Background: an optimization exercise with open tools, aiming at small area, a short achievable clock period and few clock cycles. Do not read the settings as production practice. Function was checked by simulation only, so behaviour that the tests miss may differ from the original.

## sierra
// muldiv_unit
module muldiv_unit (
    input               clk,
    input               resetn,
    input               req_valid,
    output              req_ready,
    input       [2:0]   req_op,      
    input       [31:0]  req_a,
    input       [31:0]  req_b,
    input       [31:0]  req_hi,      
    input       [31:0]  req_lo,
    output              resp_valid,
    output      [31:0]  resp_hi,
    output      [31:0]  resp_lo
);
    reg         ir_valid;
    reg         ir_div, ir_sa, ir_sb;
    reg [31:0]  ir_a, ir_b, ir_hi, ir_lo;
    reg [16:0]  ir_one, ir_two, ir_neg;
    reg         or_full;         
    reg         or_wait;         
    reg [63:0]  or_res;
    wire        rq_sgn = !req_op[0];
    wire        rq_sub = req_op[2] && req_op[1];
    wire        rq_sa  = rq_sgn && req_a[31];
    wire        rq_sb  = rq_sgn && req_b[31];
    wire [34:0] rq_bx  = {{2{rq_sb}}, req_b, 1'b0};
    wire        rq_flip = rq_sub ^ rq_sa;       
    reg  [16:0] rq_one, rq_two, rq_neg;
    integer j;
    always @(*) begin
        for (j = 0; j < 17; j = j + 1) begin
            rq_one[j] = rq_bx[2*j+1] ^ rq_bx[2*j];
            rq_two[j] = (rq_bx[2*j+2] & !rq_bx[2*j+1] & !rq_bx[2*j]) |
                        (!rq_bx[2*j+2] & rq_bx[2*j+1] & rq_bx[2*j]);
            rq_neg[j] = rq_bx[2*j+2] ^ rq_flip;
        end
    end
    wire        div_idle, div_done;
    wire [63:0] div_res, mac_res;
    wire        or_resp   = or_full && !or_wait;
    wire        div_resp  = div_done && !or_resp;
    wire        mul_issue = ir_valid && !ir_div && (!or_full || or_resp);
    wire        div_issue = ir_valid &&  ir_div && (div_idle || div_resp);
    wire        consume   = mul_issue || div_issue;
    wire        div_busy  = div_issue || !(div_idle || div_resp);
    assign req_ready  = !ir_valid || consume;
    assign resp_valid = or_resp || div_resp;
    assign resp_hi    = div_resp ? div_res[63:32] : or_res[63:32];
    assign resp_lo    = div_resp ? div_res[31:0]  : or_res[31:0];
    always @(posedge clk) begin
        if (!resetn) begin
            ir_valid <= 1'b0;
            or_full  <= 1'b0;
            or_wait  <= 1'b0;
        end
        else begin
            ir_valid <= req_ready ? req_valid : ir_valid;
            if (mul_issue) begin
  ...
clock: 20.0 ns
lec_check: 0
cap_margin: 20
core_margin: 2
core_utilization: 40
slew_margin: 20
run.sh (not shown) runs the stock make flow with config.mk's settings and CLKGATE_MAP_FILE= SYNTH_SCRIPT=/design/flow/synth_recipe.tcl, a recipe that flattens the netlist after the stock synthesis.
In summary, sierra completed successfully, with a layout that passed the timing, design-rule and antenna checks.
Testbench counts of sierra, summed over its fixed seeds: cycles 5,426.
Modified inputs, maple compared to sierra
==> flow/flow/run.sh (new file) <==
#!/bin/bash
# The standard layout (standard.sh), with ORFS's setup repair asked to leave a
# larger slack margin: the design's 20 ns clock leaves every path with slack,
# so without a margin the repair never works on the critical paths.
set -euo pipefail
MARGIN=13
sed "s|\"\${@:-finish}\"|SETUP_SLACK_MARGIN=$MARGIN \"\${@:-finish}\"|" standard.sh > standard_margin.sh
grep -q "SETUP_SLACK_MARGIN=$MARGIN" standard_margin.sh
bash standard_margin.sh > layout.log 2>&1
==> flow/standard.sh (new file) <==
#!/bin/bash
# synth_recipe.tcl (not shown) runs the flow's synth.tcl, then flattens the netlist and writes it again
# the make line also repeats each setting of config.mk as NAME=value (left out here)
make -C /OpenROAD-flow-scripts/flow DESIGN_CONFIG=/design/flow/config.mk WORK_HOME=/design/flow/orfs CLKGATE_MAP_FILE= SYNTH_SCRIPT=/design/flow/synth_recipe.tcl "${@:-finish}"
removed: flow/run.sh
--- outcome ---
In summary, maple completed successfully, with a layout that passed the timing, design-rule and antenna checks. Clock insertion delay at the later pin of the skew report: sierra vs maple, no meaningful difference. Worst path required time essentially unchanged between maple and sierra. Compared with sierra, in maple worst hold slack rose 27 ps; fmax rose 26%; data arrival at the endpoint of the critical path fell 1970 ps; clock network area share fell 0.25 points; clock buffer instance count of the final layout fell 6. Diff sierra -> maple: number of antenna violations at the first check in global routing down 4; clock skew up 16 ps. Worst setup slack delta for maple relative to sierra: 1970 ps higher.

---

== oak ==
Another version of the RTL of muldiv_unit (not shown whole).
Size: about 200 I/O pins, roughly 68000 µm² of cells after synthesis.
Design muldiv_unit, start of the top module:
module muldiv_unit (
    input               clk,
    input               resetn,
    input               req_valid,
    output              req_ready,
    input       [2:0]   req_op,      
    input       [31:0]  req_a,
    input       [31:0]  req_b,
    input       [31:0]  req_hi,      
    input       [31:0]  req_lo,
    output              resp_valid,
    output      [31:0]  resp_hi,
    output      [31:0]  resp_lo
);
    reg         ir_valid;
    reg         ir_div, ir_sa, ir_sb;
    reg [31:0]  ir_a, ir_b, ir_hi, ir_lo;
    reg         ir_flip;             
    reg [5:0]   ir_lza, ir_lzb;      
    wire        rq_sgn = !req_op[0];
    wire        rq_sub = req_op[2] && req_op[1];
    wire        rq_sa  = rq_sgn && req_a[31];
    wire        rq_sb  = rq_sgn && req_b[31];
    wire        rq_flip = rq_sub ^ rq_sa ^ rq_sb;
    function [5:0] lzc32;
        input [31:0] v;
        reg   [7:0]  nz4;
        reg   [15:0] l4;         
        reg   [3:0]  nz8;
        reg   [11:0] l8;         
        reg   [1:0]  nz16;
        reg   [7:0]  l16;        
        integer i;
        begin
            for (i = 0; i < 8; i = i + 1) begin
                nz4[i] = |v[4*i +: 4];
                l4[2*i +: 2] = v[4*i+3] ? 2'd0 : v[4*i+2] ? 2'd1 : v[4*i+1] ? 2'd2 : 2'd3;
            end
            for (i = 0; i < 4; i = i + 1) begin
                nz8[i] = nz4[2*i+1] | nz4[2*i];
                l8[3*i +: 3] = nz4[2*i+1] ? {1'b0, l4[4*i+2 +: 2]} : {1'b1, l4[4*i +: 2]};
            end
            for (i = 0; i < 2; i = i + 1) begin
                nz16[i] = nz8[2*i+1] | nz8[2*i];
                l16[4*i +: 4] = nz8[2*i+1] ? {1'b0, l8[6*i+3 +: 3]} : {1'b1, l8[6*i +: 3]};
            end
            lzc32 = nz16[1] ? {2'b00, l16[7:4]} : nz16[0] ? {2'b01, l16[3:0]} : 6'd32;
        end
    endfunction
    wire [5:0]  rq_lza = rq_sa ? lzc32(~req_a) : lzc32(req_a);
    wire [5:0]  rq_lzb = rq_sb ? lzc32(~req_b) : lzc32(req_b);
    wire [31:0] rq_na = -req_a;
    wire [31:0] rq_nb = -req_b;
    reg         b_valid, b_wait;     
    reg         e0_full, e0_wait;    
    reg [63:0]  e0_res;
    reg         resp_e0, resp_div;   
  ...
Settings: LEC_CHECK=0, CAP_MARGIN=20, CORE_MARGIN=2, CORE_UTILIZATION=40, CTS_CLUSTER_DIAMETER=100, CTS_CLUSTER_SIZE=20, SLEW_MARGIN=20, SYNTH_HIERARCHICAL=1, SYNTH_MINIMUM_KEEP_SIZE=0; clock period 20.0 ns.
standard.sh (not shown) runs the stock make flow with config.mk's settings and CLKGATE_MAP_FILE= SYNTH_SCRIPT=/design/flow/synth_recipe.tcl, a recipe that flattens the netlist after the stock synthesis.
==> flow/flow/run.sh <==
#!/bin/bash
# The standard layout (standard.sh) with two changes to how it is made:
#  - ORFS's setup repair is asked to leave a larger slack margin: the design's
#    20 ns clock leaves every path with slack, so without a margin the repair
#    never works on the critical paths;
#  - the port buffers that placement inserts on every input and output are
#    plain buffers (buf_4) rather than the slow delay cells it picks by itself.
set -euo pipefail
MARGIN=14.1
PORTBUF=sky130_fd_sc_hd__buf_4
sed "s|\"\${@:-finish}\"|SETUP_SLACK_MARGIN=$MARGIN 'BUFFER_PORTS_ARGS=-buffer_cell $PORTBUF' \"\${@:-finish}\"|" standard.sh > standard_mod.sh
grep -q "SETUP_SLACK_MARGIN=$MARGIN" standard_mod.sh
bash standard_mod.sh > layout.log 2>&1
Testbench counts of oak, summed over its fixed seeds: cycles 5,290.
## Diff of input files: pine against oak
- GPL_TIMING_DRIVEN: unset -> 0
diff --git a/flow/flow/run.sh b/flow/flow/run.sh
--- a/flow/flow/run.sh
+++ b/flow/flow/run.sh
@@ -9 +9 @@
-MARGIN=14.1
+MARGIN=14
Results
- Reported for pine and oak, setup TNS turned out identical to the last digit.
- [compare] base=oak new=pine: final wirelength moved up; shortest period the worst path allows moved down; setup slack moved up.
- pine: done, clean on timing, DRC and antenna
- Design area in pine vs oak: up about 9%
- Sequential share of cell area delta for pine relative to oak: 1.6 points lower
- Global-route wire length before repair on pine is behind oak.
- Comparing pine and oak, the lower worst hold slack is on oak.
For birch, these inputs were changed with respect to pine:
- GPL_TIMING_DRIVEN removed (was 0)
==> notes.md <==
- Wire: birch routes less than pine
- Taking pine as the reference, in birch ratio of final minimum period to clock period increased by 0.36 points relative to the old numbers, detailed route wirelength on metal3 decreased by 15% relative to the old numbers, met2 usage in global routing decreased by 2.8 points relative to the old numbers, final cell utilization of the core decreased by 4.8 points relative to the old numbers.
- Changes observed in birch relative to pine: hold slack moved down; total inserted antenna cells moved up; number of non-clock buffers moved down.
- The end point of the critical path comes out resp_hi[9] in one run and resp_hi[16] in the other, namely in birch and pine respectively.
- Every run in the comparison, birch and pine, completed the flow with a clean layout.

---

muldiv_unit, a different RTL version from the one above (not shown whole).
Size: about 6,300 cells after synthesis, roughly 200 I/O pins, ~69,000 µm² of cells after synthesis.
Design muldiv_unit, start of the top module:
module muldiv_unit (
    input               clk,
    input               resetn,
    input               req_valid,
    output              req_ready,
    input       [2:0]   req_op,      
    input       [31:0]  req_a,
    input       [31:0]  req_b,
    input       [31:0]  req_hi,      
    input       [31:0]  req_lo,
    output              resp_valid,
    output      [31:0]  resp_hi,
    output      [31:0]  resp_lo
);
    reg         ir_valid;
    reg         ir_div, ir_sa, ir_sb;
    reg [31:0]  ir_a, ir_b, ir_hi, ir_lo;
    reg [16:0]  ir_one, ir_two, ir_neg;
    reg [5:0]   ir_lza, ir_lzb;      
    wire        rq_sgn = !req_op[0];
    wire        rq_sub = req_op[2] && req_op[1];
    wire        rq_sa  = rq_sgn && req_a[31];
    wire        rq_sb  = rq_sgn && req_b[31];
    wire [34:0] rq_bx  = {{2{rq_sb}}, req_b, 1'b0};
    wire        rq_flip = rq_sub ^ rq_sa;       
    reg  [16:0] rq_one, rq_two, rq_neg;
    integer j;
    always @(*) begin
        for (j = 0; j < 17; j = j + 1) begin
            rq_one[j] = rq_bx[2*j+1] ^ rq_bx[2*j];
            rq_two[j] = (rq_bx[2*j+2] & !rq_bx[2*j+1] & !rq_bx[2*j]) |
                        (!rq_bx[2*j+2] & rq_bx[2*j+1] & rq_bx[2*j]);
            rq_neg[j] = rq_bx[2*j+2] ^ rq_flip;
        end
    end
    function [5:0] lzc32;
        input [31:0] v;
        reg   [7:0]  nz4;
        reg   [15:0] l4;         
        reg   [3:0]  nz8;
        reg   [11:0] l8;         
        reg   [1:0]  nz16;
        reg   [7:0]  l16;        
        integer i;
        begin
            for (i = 0; i < 8; i = i + 1) begin
                nz4[i] = |v[4*i +: 4];
                l4[2*i +: 2] = v[4*i+3] ? 2'd0 : v[4*i+2] ? 2'd1 : v[4*i+1] ? 2'd2 : 2'd3;
            end
  ...
clock: 20.0 ns
lec_check: 0
cap_margin: 20
core_margin: 2
core_utilization: 40
cts_cluster_diameter: 100
cts_cluster_size: 20
slew_margin: 20
synth_hierarchical: 1
synth_minimum_keep_size: 0
tns_end_percent: 10
==> flow/flow/run.sh <==
#!/bin/bash
# The standard layout (standard.sh) with two changes to how it is made:
#  - ORFS's setup repair is asked to leave a larger slack margin: the design's
#    20 ns clock leaves every path with slack, so without a margin the repair
#    never works on the critical paths;
#  - the port buffers that placement inserts on every input and output are
#    plain buffers (buf_4) rather than the slow delay cells it picks by itself.
set -euo pipefail
MARGIN=14
PORTBUF=sky130_fd_sc_hd__buf_4
sed "s|\"\${@:-finish}\"|SETUP_SLACK_MARGIN=$MARGIN 'BUFFER_PORTS_ARGS=-buffer_cell $PORTBUF' \"\${@:-finish}\"|" standard.sh > standard_mod.sh
grep -q "SETUP_SLACK_MARGIN=$MARGIN" standard_mod.sh
bash standard_mod.sh > layout.log 2>&1
The first run completed with no timing, DRC or antenna violations.
Testbench counts at the start, summed over its fixed seeds: cycles 5,290.
Next try:
- TNS_END_PERCENT: 10 -> default
=> Final cell count is about the same; critical path depth fell by 2; non-clock buffer count fell by 5; routed wire length stays flat; core utilization fell by 0.12 points; setup slack improves by 30 ps; synthesized area stays the same.
Next try:
--- a/flow/flow/run.sh
+++ b/flow/flow/run.sh
@@ -8,3 +8,3 @@
 set -euo pipefail
-MARGIN=14
+MARGIN=13.75
 PORTBUF=sky130_fd_sc_hd__buf_4
- CTS_CLUSTER_DIAMETER: 100 -> default
- CTS_CLUSTER_SIZE: 20 -> default
Effect: The new run went through all stages and came out clean; area after synthesis stays the same; non-clock buffer count falls by 25; count of clock-buffer cells in the layout climbs by 23; cell count hardly moves; wire length is about the same; sequential cell count is unchanged; register-to-register slack degrades by 190 ps; worst hold slack gets worse by 13 ps.
Next try:
--- a/flow/flow/run.sh
+++ b/flow/flow/run.sh
@@ -8,3 +8,3 @@
 set -euo pipefail
-MARGIN=13.75
+MARGIN=14
 PORTBUF=sky130_fd_sc_hd__buf_4
After rerunning: The changed run ran to the end with no violations; setup slack gets better by 210 ps; global-route usage climbs by 0.19 points.

## static timing again, ports no longer ideal
The results above use ideal ports. As a check the final layouts listed here were re-extracted and re-timed, cells and wires unchanged. Step 1, drivers: a clkbuf_16 drives clk and a buf_2 each remaining input, both assumed. Step 2 moves the port delays by t, midway between the first and last clock arrival at a register: inputs arrive t later, outputs are due t later. That takes back most of the time a late clock gives input paths. a / b / c = ideal / step 1 / step 2; a / b = the first two.
| run | t (ns) | setup WS [ns] | worst hold slack (ns) | cell pins on the clock port's net |
|---|---|---|---|---|
| sierra | 0.746 | 10.407 / 10.328 / 11.074 | 0.515 / 0.515 / 0.515 | 1 |
| maple | 0.744 | 12.380 / 12.299 / 12.612 | 0.542 / 0.542 / 0.542 | 1 |
| oak | 0.730 | 13.986 / 13.899 / 13.400 | 0.564 / 0.564 / 0.564 | 1 |
| pine | 0.707 | 14.011 / 13.930 / 13.454 | 0.586 / 0.586 / 0.586 | 1 |
| birch | 0.740 | 13.939 / 13.850 / 13.344 | 0.566 / 0.566 / 0.566 | 1 |
| the first run of note 3 | 0.773 | 13.997 / 13.903 / 13.445 | 0.560 / 0.560 / 0.560 | 1 |
| the second run of note 3 | 0.772 | 14.027 / 13.936 / 13.475 | 0.558 / 0.558 / 0.558 | 1 |
| the third run of note 3 | 0.780 | 13.811 / 13.722 / 13.466 | 0.545 / 0.545 / 0.545 | 1 |
| the fourth run of note 3 | 0.779 | 14.025 / 13.937 / 13.477 | 0.537 / 0.537 / 0.537 | 1 |
After both steps every run listed still meets setup and hold. For birch, which loses most, drivers alone change the setup slack by -0.089 ns; drivers and shift together by -0.595 ns.
